This is an optimization exercise on Yosys and OpenROAD, whose aim is small area, a short achievable clock period and few clock cycles per item, not a production implementation.
RTL that was checked went through simulation tests only; none was proved equivalent to the original.

==> inputs of run D <==
==> flow/design.v <==
`timescale 1ns / 1ps
`default_nettype none
`timescale 1ns / 1ps
`default_nettype none
`timescale 1ns / 1ps
`default_nettype none
`timescale 1ns / 1ps
`default_nettype none
module lc4_fastadd #(parameter N = 16)
   (input  wire [N-1:0] a,
    input  wire [N-1:0] b,
    input  wire         ci,
    output wire [N-1:0] s,
    output wire         co);
   localparam L = 5;                          
   wire [N:0] g [0:L];
   wire [N:0] p [0:L];
   assign g[0] = {a & b, ci};
   assign p[0] = {a ^ b, 1'b0};
   genvar l, i;
   generate
      for (l = 0; l < L; l = l + 1) begin : lev
         for (i = 0; i <= N; i = i + 1) begin : bi
            if ((i >> l) & 1) begin : comb
               localparam integer J = ((i >> (l + 1)) << (l + 1)) + (1 << l) - 1;
               assign g[l + 1][i] = g[l][i] | (p[l][i] & g[l][J]);
               assign p[l + 1][i] = p[l][i] & p[l][J];
            end else begin : pass
               assign g[l + 1][i] = g[l][i];
               assign p[l + 1][i] = p[l][i];
            end
         end
      end
   endgenerate
   assign s  = p[0][N:1] ^ g[L][N-1:0];
   assign co = g[L][N];
endmodule
`timescale 1ns / 1ps
`default_nettype none
`timescale 1ns / 1ps
`default_nettype none
module lc4_processor(input wire         clk,
                     input wire         rst,
                     input wire         gwe,
                     output wire [15:0] o_cur_pc,
                     input wire [15:0]  i_cur_insn_A,
                     input wire [15:0]  i_cur_insn_B,
                     output wire [15:0] o_dmem_addr,
                     input wire [15:0]  i_cur_dmem_data,
                     output wire        o_dmem_we,
                     output wire [15:0] o_dmem_towrite,
                     output wire [ 1:0] test_stall_A,
                     output wire [ 1:0] test_stall_B,
                     output wire [15:0] test_cur_pc_A,
                     output wire [15:0] test_cur_pc_B,
                     output wire [15:0] test_cur_insn_A,
                     output wire [15:0] test_cur_insn_B,
                     output wire        test_regfile_we_A,
                     output wire        test_regfile_we_B,
                     output wire [ 2:0] test_regfile_wsel_A,
                     output wire [ 2:0] test_regfile_wsel_B,
                     output wire [15:0] test_regfile_data_A,
                     output wire [15:0] test_regfile_data_B,
                     output wire        test_nzp_we_A,
                     output wire        test_nzp_we_B,
                     output wire [ 2:0] test_nzp_new_bits_A,
                     output wire [ 2:0] test_nzp_new_bits_B,
                     output wire        test_dmem_we_A,
                     output wire        test_dmem_we_B,
                     output wire [15:0] test_dmem_addr_A,
                     output wire [15:0] test_dmem_addr_B,
                     output wire [15:0] test_dmem_data_A,
                     output wire [15:0] test_dmem_data_B,
                     input  wire [ 7:0] switch_data,
                     output wire [15:0] seven_segment_data,
                     output wire [ 7:0] led_data
                     );
   localparam S   = 2;                        
   localparam NCH = 16 / S;                   
   reg [15:0] pc;                             
   reg [15:0] pc_o;                           
   reg        d_valid;                        
   reg [2:0]  d_rs, d_rt;                     
   reg [15:0] d_insn;                         
   reg        m_valid;                        
   reg [15:0] m_pc, m_insn, m_res, m_sdata;
   reg [15:0] m_addr;                         
   reg        m_rwe, m_nzp_we, m_load, m_store_we;
   reg [2:0]  m_wsel;
   reg        w_stall;                        
   reg [15:0] w_pc, w_insn, w_data, w_addr;
   reg        w_rwe, w_nzp_we, w_dwe, w_mem;
   reg [2:0]  w_wsel, w_nzp;
   reg [15:0] rf [0:7];
   reg [2:0]  nzp;
   reg [15:0] dv_r;                           
   reg [15:0] dv_aq;                          
   reg [2:0]  dv_cnt;                         
   wire [3:0] f_op = i_cur_insn_A[15:12];
   wire [2:0] f_rs = (f_op == 4'b0010 || f_op == 4'b1101) ? i_cur_insn_A[11:9] :    
                     (f_op == 4'b1000)                    ? 3'd7 :                  
                                                            i_cur_insn_A[8:6];
   wire [2:0] f_rt = (f_op == 4'b0111) ? i_cur_insn_A[11:9] : i_cur_insn_A[2:0];   
   wire [15:0] I  = d_insn;
   wire [3:0]  op = I[15:12];
   wire op_br   = op == 4'b0000;
   wire op_ar   = op == 4'b0001;
   wire op_cmp  = op == 4'b0010;
   wire op_jsr  = op == 4'b0100;
   wire op_log  = op == 4'b0101;
   wire op_ldr  = op == 4'b0110;
   wire op_str  = op == 4'b0111;
   wire op_rti  = op == 4'b1000;
   wire op_con  = op == 4'b1001;
   wire op_sh   = op == 4'b1010;
   wire op_jmp  = op == 4'b1100;
   wire op_hic  = op == 4'b1101;
   wire op_trap = op == 4'b1111;
   wire is_sub   = op_ar & ~I[5] & (I[4:3] == 2'b10);
   wire is_mul   = op_ar & ~I[5] & (I[4:3] == 2'b01);
   wire is_div   = op_ar & ~I[5] & (I[4:3] == 2'b11);
   wire is_mod   = op_sh & (I[5:4] == 2'b11);
   wire is_divmod = is_div | is_mod;
   wire [2:0] rs_sel = d_rs;                  
   wire [2:0] rt_sel = d_rt;
   wire rs_re = op_ar | op_cmp | (op_jsr & ~I[11]) | op_log | op_ldr | op_str |
                op_rti | op_sh | (op_jmp & ~I[11]) | op_hic;
   wire rt_re = (op_ar & ~I[5]) | (op_cmp & ~I[8]) |
                (op_log & ~I[5] & (I[4:3] != 2'b01)) | op_str | is_mod;
   wire x_rwe = op_ar | op_jsr | op_log | op_ldr | op_con | op_sh | op_hic | op_trap;
   wire [2:0] x_wsel = (op_jsr | op_trap) ? 3'd7 : I[11:9];
   wire x_nzp_we = x_rwe | op_cmp;
   wire m_fwd = m_valid & m_rwe & ~m_load;
   wire [15:0] rs_val = (m_fwd && m_wsel == rs_sel) ? m_res : rf[rs_sel];
   wire [15:0] rt_val = (m_fwd && m_wsel == rt_sel) ? m_res : rf[rt_sel];
   wire m_ld = m_valid & m_load;
   wire br_real = op_br & (I[11:9] != 3'b000);
   wire lu_stall = m_ld & (((m_wsel == rs_sel) & rs_re) | ((m_wsel == rt_sel) & rt_re) | br_real);
   wire div_stall;
   wire x_stall = d_valid & (lu_stall | div_stall);
   wire [15:0] a = rs_val;
   wire [15:0] b = rt_val;
   wire [15:0] imm5 = {{11{I[4]}}, I[4:0]};
   wire [15:0] imm6 = {{10{I[5]}}, I[5:0]};
   wire [15:0] imm7 = {{9{I[6] & ~I[7]}}, I[6:0]};   
   wire [15:0] imm9 = {{7{I[8]}}, I[8:0]};
   wire addsub_neg = is_sub | op_cmp | is_divmod;
   wire [15:0] add_bsrc = (op_ldr | op_str) ? imm6 :
                          (op_ar & I[5])    ? imm5 :
                          (op_cmp & I[8])   ? imm7 : b;
   wire cmp_signed = ~I[7];
   wire a_x = op_cmp & cmp_signed & a[15];
   wire b_x = op_cmp & cmp_signed & add_bsrc[15];
   wire [16:0] sum;
   lc4_fastadd #(17) u_add (.a({a_x, a}), .b({b_x, add_bsrc} ^ {17{addsub_neg}}), .ci(addsub_neg),
                            .s(sum), .co());
   wire cmp_eq = (sum[15:0] == 16'd0);
   wire [15:0] cmp_res = cmp_eq ? 16'h0000 : sum[16] ? 16'hFFFF : 16'h0001;
   wire [15:0] mul_res = a * b;
   wire [15:0] logic_res = (I[5] | I[4:3] == 2'b00) ? (a & (I[5] ? imm5 : b)) :
                           (I[4:3] == 2'b01)        ? ~a :
                           (I[4:3] == 2'b10)        ? (a | b) : (a ^ b);
   wire [15:0] shl = a << I[3:0];
   wire [31:0] shr_w = {{16{I[4] & a[15]}}, a} >> I[3:0];
   wire [15:0] shr = shr_w[15:0];
   wire [15:0] da = a;
   wire [15:0] db = b;
   wire dv_first = (dv_cnt == 3'd0);
   wire [15:0] dvr [0:S];
   wire [S-1:0] dvq;
   wire [15:0] dv_aq_in = dv_first ? da : dv_aq;
   assign dvr[0] = dv_first ? 16'd0 : dv_r;
   genvar k;
   generate for (k = 0; k < S; k = k + 1) begin : dstep
      wire [16:0] sh = {dvr[k], dv_aq_in[15 - k]};
      wire [16:0] df;
      wire ge;
      lc4_fastadd #(17) u_sub (.a(sh), .b(~{1'b0, db}), .ci(1'b1), .s(df), .co(ge));
      assign dvq[S - 1 - k] = ge;
      assign dvr[k + 1] = ge ? df[15:0] : sh[15:0];
   end endgenerate
   wire [15:0] dv_aq_step = {dv_aq_in[15-S:0], dvq};
   wire b_zero = (db == 16'd0);
   wire lz16 = sum[16];                       
   wire lz8  = ({8'd0, da[15:8]} < db);         
   wire lz4  = ({4'd0, da[15:4]} < db);         
   wire dv_now  = dv_first & (b_zero | lz16);
   wire dv_last = (dv_cnt == NCH - 1);
   assign div_stall = is_divmod & ~dv_now & ~dv_last;
   wire [15:0] div_res = dv_now ? 16'd0 : dv_aq_step;
   wire [15:0] mod_res = dv_now ? (b_zero ? 16'd0 : da) : dvr[S];
   wire sk4 = dv_first & lz4;
   wire sk8 = dv_first & lz8 & ~lz4;
   wire [15:0] dv_r_n  = sk4 ? {4'd0, da[15:4]} : sk8 ? {8'd0, da[15:8]} : dvr[S];
   wire [15:0] dv_aq_n = sk4 ? {da[3:0], 12'd0} : sk8 ? {da[7:0], 8'd0} : dv_aq_step;
   wire [2:0] dv_cnt_n = sk4 ? 3'd6 : sk8 ? 3'd4 : dv_cnt + 3'd1;
   wire [15:0] pc1 = pc;                      
   wire [15:0] d_pc = pc - 16'd1;
   reg [15:0] x_res;
   always @(*) begin
      case (op)
        4'b0001: x_res = is_mul ? mul_res : sum[15:0];
        4'b0010: x_res = cmp_res;
        4'b0101: x_res = logic_res;
        4'b0110, 4'b0111: x_res = sum[15:0];
        4'b1001: x_res = imm9;
        4'b1010: x_res = (I[5:4] == 2'b00) ? shl : shr;
        4'b1101: x_res = {I[7:0], a[7:0]};
        default: x_res = pc1;    
      endcase
   end
   wire m_nzw = m_valid & m_nzp_we;
   wire [2:0] m_nzp_bits = {m_res[15], m_res == 16'd0, ~m_res[15] & (m_res != 16'd0)};
   wire [2:0] cur_nzp = m_nzw ? m_nzp_bits : (~w_stall & w_nzp_we) ? w_nzp : nzp;
   wire br_taken = op_br & ((I[11:9] & cur_nzp) != 3'b000) & (I[8:0] != 9'd0);
   wire jmp_rel  = op_jmp & I[11] & (I[10:0] != 11'd0);
   wire [15:0] rel_tgt;
   lc4_fastadd #(16) u_tgt (.a(pc1), .b(op_br ? imm9 : {{5{I[10]}}, I[10:0]}), .ci(1'b0),
                            .s(rel_tgt), .co());
   wire redirect = d_valid & (br_taken | jmp_rel | op_jsr | op_rti | (op_jmp & ~I[11]) | op_trap);
   wire [15:0] tgt = (op_br | op_jmp & I[11]) ? rel_tgt :
                     (op_jsr & I[11])          ? {d_pc[15], I[10:0], 4'b0000} :
                     op_trap                   ? {8'h80, I[7:0]} : a;
   wire [15:0] w_data_n = m_load ? i_cur_dmem_data : m_store_we ? m_sdata : m_res;
   wire m_mem = m_load | m_store_we;
   always @(posedge clk) begin
      if (gwe) begin
         if (rst) begin
            pc      <= 16'h8200;
            pc_o    <= 16'h8200;
            d_valid <= 1'b0;
            m_valid <= 1'b0;
            w_stall <= 1'b1;
            nzp     <= 3'b000;
            dv_cnt  <= 3'd0;
         end else begin
            if (!x_stall) begin
               pc      <= redirect ? tgt : pc + 16'd1;
               pc_o    <= redirect ? tgt : pc_o + 16'd1;
               d_valid <= ~redirect;
               d_insn  <= i_cur_insn_A;
               d_rs    <= f_rs;
               d_rt    <= f_rt;
            end
            if (d_valid & is_divmod & ~lu_stall)
               dv_cnt <= div_stall ? dv_cnt_n : 3'd0;
            m_valid <= d_valid & ~x_stall;
            w_stall <= ~m_valid;
            if (~w_stall & w_nzp_we) nzp <= w_nzp;
         end
         dv_r  <= dv_r_n;
         dv_aq <= dv_aq_n;
         m_pc       <= d_pc;
         m_insn     <= d_insn;
         m_res      <= is_divmod ? (is_div ? div_res : mod_res) : x_res;    
         m_addr     <= sum[15:0];
         m_sdata    <= rt_val;
         m_rwe      <= x_rwe;
         m_nzp_we   <= x_nzp_we;
         m_wsel     <= x_wsel;
         m_load     <= op_ldr;
         m_store_we <= op_str & d_valid & ~x_stall & ~rst;
         w_pc     <= m_pc;
         w_insn   <= m_insn;
         w_data   <= w_data_n;
         w_addr   <= m_mem ? m_addr : 16'd0;
         w_rwe    <= m_rwe;
         w_nzp_we <= m_nzp_we;
         w_wsel   <= m_wsel;
         w_dwe    <= m_store_we;
         w_mem    <= m_mem;
         w_nzp    <= {w_data_n[15], w_data_n == 16'd0, ~w_data_n[15] & (w_data_n != 16'd0)};
      end
   end
   genvar g;
   generate for (g = 0; g < 8; g = g + 1) begin : regs
      always @(posedge clk) begin
         if (gwe) begin
            if (rst) rf[g] <= 16'd0;
            else if (m_valid & m_rwe & (m_wsel == g)) rf[g] <= m_load ? i_cur_dmem_data : m_res;
         end
      end
   end endgenerate
   assign o_cur_pc       = pc_o;
   assign o_dmem_addr    = m_addr;
   assign o_dmem_we      = m_store_we;
   assign o_dmem_towrite = m_sdata;
   assign test_stall_A        = {1'b0, w_stall};
   assign test_cur_pc_A       = w_pc;
   assign test_cur_insn_A     = w_insn;
   assign test_regfile_we_A   = w_rwe;
   assign test_regfile_wsel_A = w_wsel;
   assign test_regfile_data_A = w_data;
   assign test_nzp_we_A       = w_nzp_we;
   assign test_nzp_new_bits_A = w_nzp;
   assign test_dmem_we_A      = w_dwe;
   assign test_dmem_addr_A    = w_addr;
   assign test_dmem_data_A    = w_mem ? w_data : 16'd0;
   assign test_stall_B        = 2'd1;
   assign test_cur_pc_B       = 16'd0;
   assign test_cur_insn_B     = 16'd0;
   assign test_regfile_we_B   = 1'b0;
   assign test_regfile_wsel_B = 3'd0;
   assign test_regfile_data_B = 16'd0;
   assign test_nzp_we_B       = 1'b0;
   assign test_nzp_new_bits_B = 3'd0;
   assign test_dmem_we_B      = 1'b0;
   assign test_dmem_addr_B    = 16'd0;
   assign test_dmem_data_B    = 16'd0;
   assign seven_segment_data = 16'h0000;
   assign led_data = 8'h00;
endmodule
==> flow/flow/run.sh <==
#!/bin/bash
set -euo pipefail
cat >> config.mk <<'EOC'
export BUFFER_PORTS_ARGS = -buffer_cell sky130_fd_sc_hd__buf_4
EOC
bash standard.sh > flow.log 2>&1
==> flow/standard.sh <==
#!/bin/bash
# synth_recipe.tcl (not shown) runs the flow's synth.tcl, then flattens the netlist and writes it again
# the make line also repeats each setting of config.mk as NAME=value (left out here)
make -C /OpenROAD-flow-scripts/flow DESIGN_CONFIG=/design/flow/config.mk WORK_HOME=/design/flow/orfs CLKGATE_MAP_FILE= SYNTH_SCRIPT=/design/flow/synth_recipe.tcl "${@:-finish}"
==> flow/config.mk <==
export PLATFORM = sky130hd
export DESIGN_NAME = lc4_processor
export DESIGN_NICKNAME = lc4_processor
export VERILOG_FILES = /design/flow/design.v
export SDC_FILE = /design/flow/constraint.sdc
export NUM_CORES = 4
export LEC_CHECK = 0
export CAP_MARGIN = 30
export CORE_MARGIN = 2
export CORE_UTILIZATION = 40
export SLEW_MARGIN = 50
export BUFFER_PORTS_ARGS = -buffer_cell sky130_fd_sc_hd__buf_4
==> flow/constraint.sdc <==
create_clock -name core_clock -period 38.0 [get_ports {clk}]
set_input_delay 7.6000 -clock core_clock [delete_from_list [all_inputs] [get_ports {clk}]]
set_output_delay 7.6000 -clock core_clock [all_outputs]
set_load 0.01 [all_outputs]
==> run G: changes against run D <==
--- a/flow/design.v
+++ b/flow/design.v
@@ -91,3 +91,3 @@
    reg [15:0] w_pc, w_insn, w_data, w_addr;
-   reg        w_rwe, w_nzp_we, w_dwe, w_mem;
+   reg        w_rwe, w_nzp_we, w_dwe, w_mem, w_mem_hi;    
    reg [2:0]  w_wsel, w_nzp;
@@ -95,4 +95,4 @@
    reg [2:0]  nzp;
-   reg [15:0] dv_r;                           
-   reg [15:0] dv_aq;                          
+   wire [15:0] dv_r  = m_addr;
+   wire [15:0] dv_aq = m_sdata;
    reg [2:0]  dv_cnt;                         
@@ -189,2 +189,3 @@
    assign div_stall = is_divmod & ~dv_now & ~dv_last;
+   wire dv_busy = d_valid & div_stall & ~lu_stall;    
    wire [15:0] div_res = dv_now ? 16'd0 : dv_aq_step;
@@ -250,4 +251,2 @@
          end
-         dv_r  <= dv_r_n;
-         dv_aq <= dv_aq_n;
          m_pc       <= d_pc;
@@ -255,4 +254,4 @@
          m_res      <= is_divmod ? (is_div ? div_res : mod_res) : x_res;    
-         m_addr     <= sum[15:0];
-         m_sdata    <= rt_val;
+         m_addr     <= dv_busy ? dv_r_n  : sum[15:0];
+         m_sdata    <= dv_busy ? dv_aq_n : rt_val;
          m_rwe      <= x_rwe;
@@ -271,2 +270,3 @@
          w_mem    <= m_mem;
+         w_mem_hi <= m_insn[15:13] == 3'b011;        
          w_nzp    <= {w_data_n[15], w_data_n == 16'd0, ~w_data_n[15] & (w_data_n != 16'd0)};
@@ -297,3 +297,3 @@
    assign test_dmem_addr_A    = w_addr;
-   assign test_dmem_data_A    = w_mem ? w_data : 16'd0;
+   assign test_dmem_data_A    = {w_mem_hi ? w_data[15:8] : 8'd0, w_mem ? w_data[7:0] : 8'd0};
    assign test_stall_B        = 2'd1;
==> run Z: changes against run D <==
--- a/flow/design.v
+++ b/flow/design.v
@@ -80,5 +80,3 @@
    reg [15:0] pc;                             
-   reg [15:0] pc_o;                           
    reg        d_valid;                        
-   reg [2:0]  d_rs, d_rt;                     
    reg [15:0] d_insn;                         
@@ -98,7 +96,2 @@
    reg [2:0]  dv_cnt;                         
-   wire [3:0] f_op = i_cur_insn_A[15:12];
-   wire [2:0] f_rs = (f_op == 4'b0010 || f_op == 4'b1101) ? i_cur_insn_A[11:9] :    
-                     (f_op == 4'b1000)                    ? 3'd7 :                  
-                                                            i_cur_insn_A[8:6];
-   wire [2:0] f_rt = (f_op == 4'b0111) ? i_cur_insn_A[11:9] : i_cur_insn_A[2:0];   
    wire [15:0] I  = d_insn;
@@ -123,4 +116,4 @@
    wire is_divmod = is_div | is_mod;
-   wire [2:0] rs_sel = d_rs;                  
-   wire [2:0] rt_sel = d_rt;
+   wire [2:0] rs_sel = (op_cmp | op_hic) ? I[11:9] : op_rti ? 3'd7 : I[8:6];
+   wire [2:0] rt_sel = op_str ? I[11:9] : I[2:0];
    wire rs_re = op_ar | op_cmp | (op_jsr & ~I[11]) | op_log | op_ldr | op_str |
@@ -133,4 +126,8 @@
    wire m_fwd = m_valid & m_rwe & ~m_load;
-   wire [15:0] rs_val = (m_fwd && m_wsel == rs_sel) ? m_res : rf[rs_sel];
-   wire [15:0] rt_val = (m_fwd && m_wsel == rt_sel) ? m_res : rf[rt_sel];
+   wire [15:0] r_86  = (m_fwd && m_wsel == I[8:6])  ? m_res : rf[I[8:6]];
+   wire [15:0] r_119 = (m_fwd && m_wsel == I[11:9]) ? m_res : rf[I[11:9]];
+   wire [15:0] r_20  = (m_fwd && m_wsel == I[2:0])  ? m_res : rf[I[2:0]];
+   wire [15:0] r_7   = (m_fwd && m_wsel == 3'd7)    ? m_res : rf[7];
+   wire [15:0] rs_val = (op_cmp | op_hic) ? r_119 : op_rti ? r_7 : r_86;
+   wire [15:0] rt_val = op_str ? r_119 : r_20;
    wire m_ld = m_valid & m_load;
@@ -158,3 +155,3 @@
    wire [15:0] cmp_res = cmp_eq ? 16'h0000 : sum[16] ? 16'hFFFF : 16'h0001;
-   wire [15:0] mul_res = a * b;
+   wire [15:0] mul_res = r_86 * r_20;       
    wire [15:0] logic_res = (I[5] | I[4:3] == 2'b00) ? (a & (I[5] ? imm5 : b)) :
@@ -165,4 +162,4 @@
    wire [15:0] shr = shr_w[15:0];
-   wire [15:0] da = a;
-   wire [15:0] db = b;
+   wire [15:0] da = r_86;                     
+   wire [15:0] db = r_20;
    wire dv_first = (dv_cnt == 3'd0);
@@ -201,3 +198,3 @@
       case (op)
-        4'b0001: x_res = is_mul ? mul_res : sum[15:0];
+        4'b0001: x_res = is_mul ? mul_res : is_div ? div_res : sum[15:0];
         4'b0010: x_res = cmp_res;
@@ -206,3 +203,3 @@
         4'b1001: x_res = imm9;
-        4'b1010: x_res = (I[5:4] == 2'b00) ? shl : shr;
+        4'b1010: x_res = is_mod ? mod_res : (I[5:4] == 2'b00) ? shl : shr;
         4'b1101: x_res = {I[7:0], a[7:0]};
@@ -229,3 +226,2 @@
             pc      <= 16'h8200;
-            pc_o    <= 16'h8200;
             d_valid <= 1'b0;
@@ -238,7 +234,4 @@
                pc      <= redirect ? tgt : pc + 16'd1;
-               pc_o    <= redirect ? tgt : pc_o + 16'd1;
                d_valid <= ~redirect;
                d_insn  <= i_cur_insn_A;
-               d_rs    <= f_rs;
-               d_rt    <= f_rt;
             end
@@ -254,3 +247,3 @@
          m_insn     <= d_insn;
-         m_res      <= is_divmod ? (is_div ? div_res : mod_res) : x_res;    
+         m_res      <= x_res;
          m_addr     <= sum[15:0];
@@ -283,3 +276,3 @@
    end endgenerate
-   assign o_cur_pc       = pc_o;
+   assign o_cur_pc       = pc;
    assign o_dmem_addr    = m_addr;
--- a/flow/config.mk
+++ b/flow/config.mk
@@ -7,6 +7,6 @@
 export LEC_CHECK = 0
-export CAP_MARGIN = 30
+export CAP_MARGIN = 50
 export CORE_MARGIN = 2
 export CORE_UTILIZATION = 40
-export SLEW_MARGIN = 50
+export SLEW_MARGIN = 70
 export BUFFER_PORTS_ARGS = -buffer_cell sky130_fd_sc_hd__buf_4
==> run C: changes against run D <==
--- a/flow/design.v
+++ b/flow/design.v
@@ -80,5 +80,5 @@
    reg [15:0] pc;                             
-   reg [15:0] pc_o;                           
    reg        d_valid;                        
    reg [2:0]  d_rs, d_rt;                     
+   reg        d_byp_s, d_byp_t;               
    reg [15:0] d_insn;                         
@@ -91,3 +91,3 @@
    reg [15:0] w_pc, w_insn, w_data, w_addr;
-   reg        w_rwe, w_nzp_we, w_dwe, w_mem;
+   reg        w_rwe, w_nzp_we, w_dwe, w_mem, w_mem_hi;    
    reg [2:0]  w_wsel, w_nzp;
@@ -95,4 +95,4 @@
    reg [2:0]  nzp;
-   reg [15:0] dv_r;                           
-   reg [15:0] dv_aq;                          
+   wire [15:0] dv_r  = m_addr;
+   wire [15:0] dv_aq = m_sdata;
    reg [2:0]  dv_cnt;                         
@@ -132,5 +132,5 @@
    wire x_nzp_we = x_rwe | op_cmp;
-   wire m_fwd = m_valid & m_rwe & ~m_load;
-   wire [15:0] rs_val = (m_fwd && m_wsel == rs_sel) ? m_res : rf[rs_sel];
-   wire [15:0] rt_val = (m_fwd && m_wsel == rt_sel) ? m_res : rf[rt_sel];
+   wire [15:0] rs_val = d_byp_s ? m_res : rf[rs_sel];
+   wire [15:0] rt_val = d_byp_t ? m_res : rf[rt_sel];
+   wire x_fwd = d_valid & x_rwe & ~op_ldr;    
    wire m_ld = m_valid & m_load;
@@ -158,3 +158,9 @@
    wire [15:0] cmp_res = cmp_eq ? 16'h0000 : sum[16] ? 16'hFFFF : 16'h0001;
-   wire [15:0] mul_res = a * b;
+   wire [15:0] mpp [0:15];
+   genvar mi;
+   generate for (mi = 0; mi < 16; mi = mi + 1) begin : mpart
+      assign mpp[mi] = b[mi] ? (a << mi) : 16'd0;
+   end endgenerate
+   wire [15:0] mul_res = mpp[0] + mpp[1] + mpp[2] + mpp[3] + mpp[4] + mpp[5] + mpp[6] + mpp[7] +
+                         mpp[8] + mpp[9] + mpp[10] + mpp[11] + mpp[12] + mpp[13] + mpp[14] + mpp[15];
    wire [15:0] logic_res = (I[5] | I[4:3] == 2'b00) ? (a & (I[5] ? imm5 : b)) :
@@ -189,2 +195,3 @@
    assign div_stall = is_divmod & ~dv_now & ~dv_last;
+   wire dv_busy = d_valid & div_stall & ~lu_stall;    
    wire [15:0] div_res = dv_now ? 16'd0 : dv_aq_step;
@@ -229,4 +236,5 @@
             pc      <= 16'h8200;
-            pc_o    <= 16'h8200;
             d_valid <= 1'b0;
+            d_byp_s <= 1'b0;
+            d_byp_t <= 1'b0;
             m_valid <= 1'b0;
@@ -238,3 +246,2 @@
                pc      <= redirect ? tgt : pc + 16'd1;
-               pc_o    <= redirect ? tgt : pc_o + 16'd1;
                d_valid <= ~redirect;
@@ -244,2 +251,9 @@
             end
+            if (x_stall) begin                   
+               d_byp_s <= 1'b0;
+               d_byp_t <= 1'b0;
+            end else begin
+               d_byp_s <= x_fwd & (f_rs == x_wsel);
+               d_byp_t <= x_fwd & (f_rt == x_wsel);
+            end
             if (d_valid & is_divmod & ~lu_stall)
@@ -250,4 +264,2 @@
          end
-         dv_r  <= dv_r_n;
-         dv_aq <= dv_aq_n;
          m_pc       <= d_pc;
@@ -255,4 +267,4 @@
          m_res      <= is_divmod ? (is_div ? div_res : mod_res) : x_res;    
-         m_addr     <= sum[15:0];
-         m_sdata    <= rt_val;
+         m_addr     <= dv_busy ? dv_r_n  : sum[15:0];
+         m_sdata    <= dv_busy ? dv_aq_n : rt_val;
          m_rwe      <= x_rwe;
@@ -271,2 +283,3 @@
          w_mem    <= m_mem;
+         w_mem_hi <= m_insn[15:13] == 3'b011;        
          w_nzp    <= {w_data_n[15], w_data_n == 16'd0, ~w_data_n[15] & (w_data_n != 16'd0)};
@@ -283,3 +296,3 @@
    end endgenerate
-   assign o_cur_pc       = pc_o;
+   assign o_cur_pc       = pc;
    assign o_dmem_addr    = m_addr;
@@ -297,3 +310,3 @@
    assign test_dmem_addr_A    = w_addr;
-   assign test_dmem_data_A    = w_mem ? w_data : 16'd0;
+   assign test_dmem_data_A    = {w_mem_hi ? w_data[15:8] : 8'd0, w_mem ? w_data[7:0] : 8'd0};
    assign test_stall_B        = 2'd1;
--- a/flow/config.mk
+++ b/flow/config.mk
@@ -9,3 +9,3 @@
 export CORE_MARGIN = 2
-export CORE_UTILIZATION = 40
+export CORE_UTILIZATION = 30
 export SLEW_MARGIN = 50
==> results.toml <==
[outcome]
status = "finished clean"

[min_path]
hold_start = "m_pc[9]"

[worst_setup_path]
cp_slowest_cell = "a41oi_1"

[detailed_routing]
met1_length_um = 49740
wl_per_cell_um = 26.74
via_count = 27630
route.met3.wl_um = 13440

[finish]
final_area_um2 = 36000
nNetsFinal = 3796

[timing]
clock_skew_ns = 0.04261
period_share_pct = 25.35

[power_and_ir_drop]
p_sw_mw = 0.9608
ir_drop_mv = 0.08873

[die]
die_w_um = 283.7

[clock_network]
cts_buffers = 39

[synth]
synth-simple-area-share_pct = 14.26
syn_inst = 3333
(the above is from run Z)
==> results.toml <==
[outcome]
status = "finished clean"

[timing]
clock_skew_ns = 0.04568

[synth]
synth_flop_cell = "edfxtp_1"
syn_inst = 3093
synth-simple-area-share_pct = 13.62

[power_and_ir_drop]
p_sw_mw = 1.004

[detailed_routing]
wl_per_cell_um = 24.58
met1_length_um = 41770

[worst_setup_path]
cp_slowest_cell = "nand2_1"

[finish]
final_area_um2 = 33700
multi_input_cells = 2290
(the above is from run D)
==> results.toml <==
[power_and_ir_drop]
p_sw_mw = 1.018
ir_drop_mv = 0.1042

[min_path]
hold_start = "m_insn[7]"

[detailed_routing]
wl_per_cell_um = 26.39
route.met3.wl_um = 12090
met1_length_um = 45770

[synth]
syn_inst = 3012
synth-simple-area-share_pct = 14.22

[outcome]
status = "finished clean"

[clock_network]
cts_buffers = 36

[timing]
clock_skew_ns = 0.04010

[die]
die_w_um = 313.4
(the above is from run C)
==> results.toml <==
[outcome]
status = "finished clean"

[timing]
clock_skew_ns = 0.02853

[synth]
syn_inst = 3124

[power_and_ir_drop]
ir_drop_mv = 0.1085
p_sw_mw = 0.8786

[die]
die_w_um = 275.9

[detailed_routing]
route.met3.wl_um = 10460

[min_path]
hold_start = "m_insn[5]"

[clock_network]
cts_buffers = 42

[finish]
final_area_um2 = 32930

[worst_setup_path]
cp_slowest_cell = "a211oi_1"
(the above is from run G)
Testbench counts of run D, summed over its fixed seeds: cycles 73,510, instructions 64,000.
No functional check of the RTL was part of run G, run Z and run C.

what the ideal ports hide:
Ports are ideal in the flow. The routed layouts listed here were re-timed in OpenROAD.
Step 1, drivers: a clkbuf_16 drives clk and a buf_2 each remaining input, both assumed.
Step 2 also shifts input and output timing later by t, the mid clock arrival at the registers, as if the neighbouring blocks saw the same clock.
Slacks: no drivers / after step 1 / after step 2; pairs: no drivers / after step 1.
run | t, ns | slack for setup (ns) | latest minus earliest clock arrival (ns) | worst slew at a driven data input, ns
run D | 0.643 | 28.580 / 28.620 / 27.978 | 0.046 / 0.047 | 0.06
run G | 0.641 | 28.234 / 28.234 / 28.234 | 0.029 / 0.029 | 0.05
run Z | 0.647 | 28.368 / 28.368 / 28.368 | 0.043 / 0.043 | 0.06
run C | 0.631 | 28.141 / 28.141 / 28.141 | 0.041 / 0.041 | 0.05
After both steps setup and hold are still met in every run listed. For run D, which loses most, drivers alone change the setup slack by +0.040 ns; drivers and shift together by -0.602 ns.
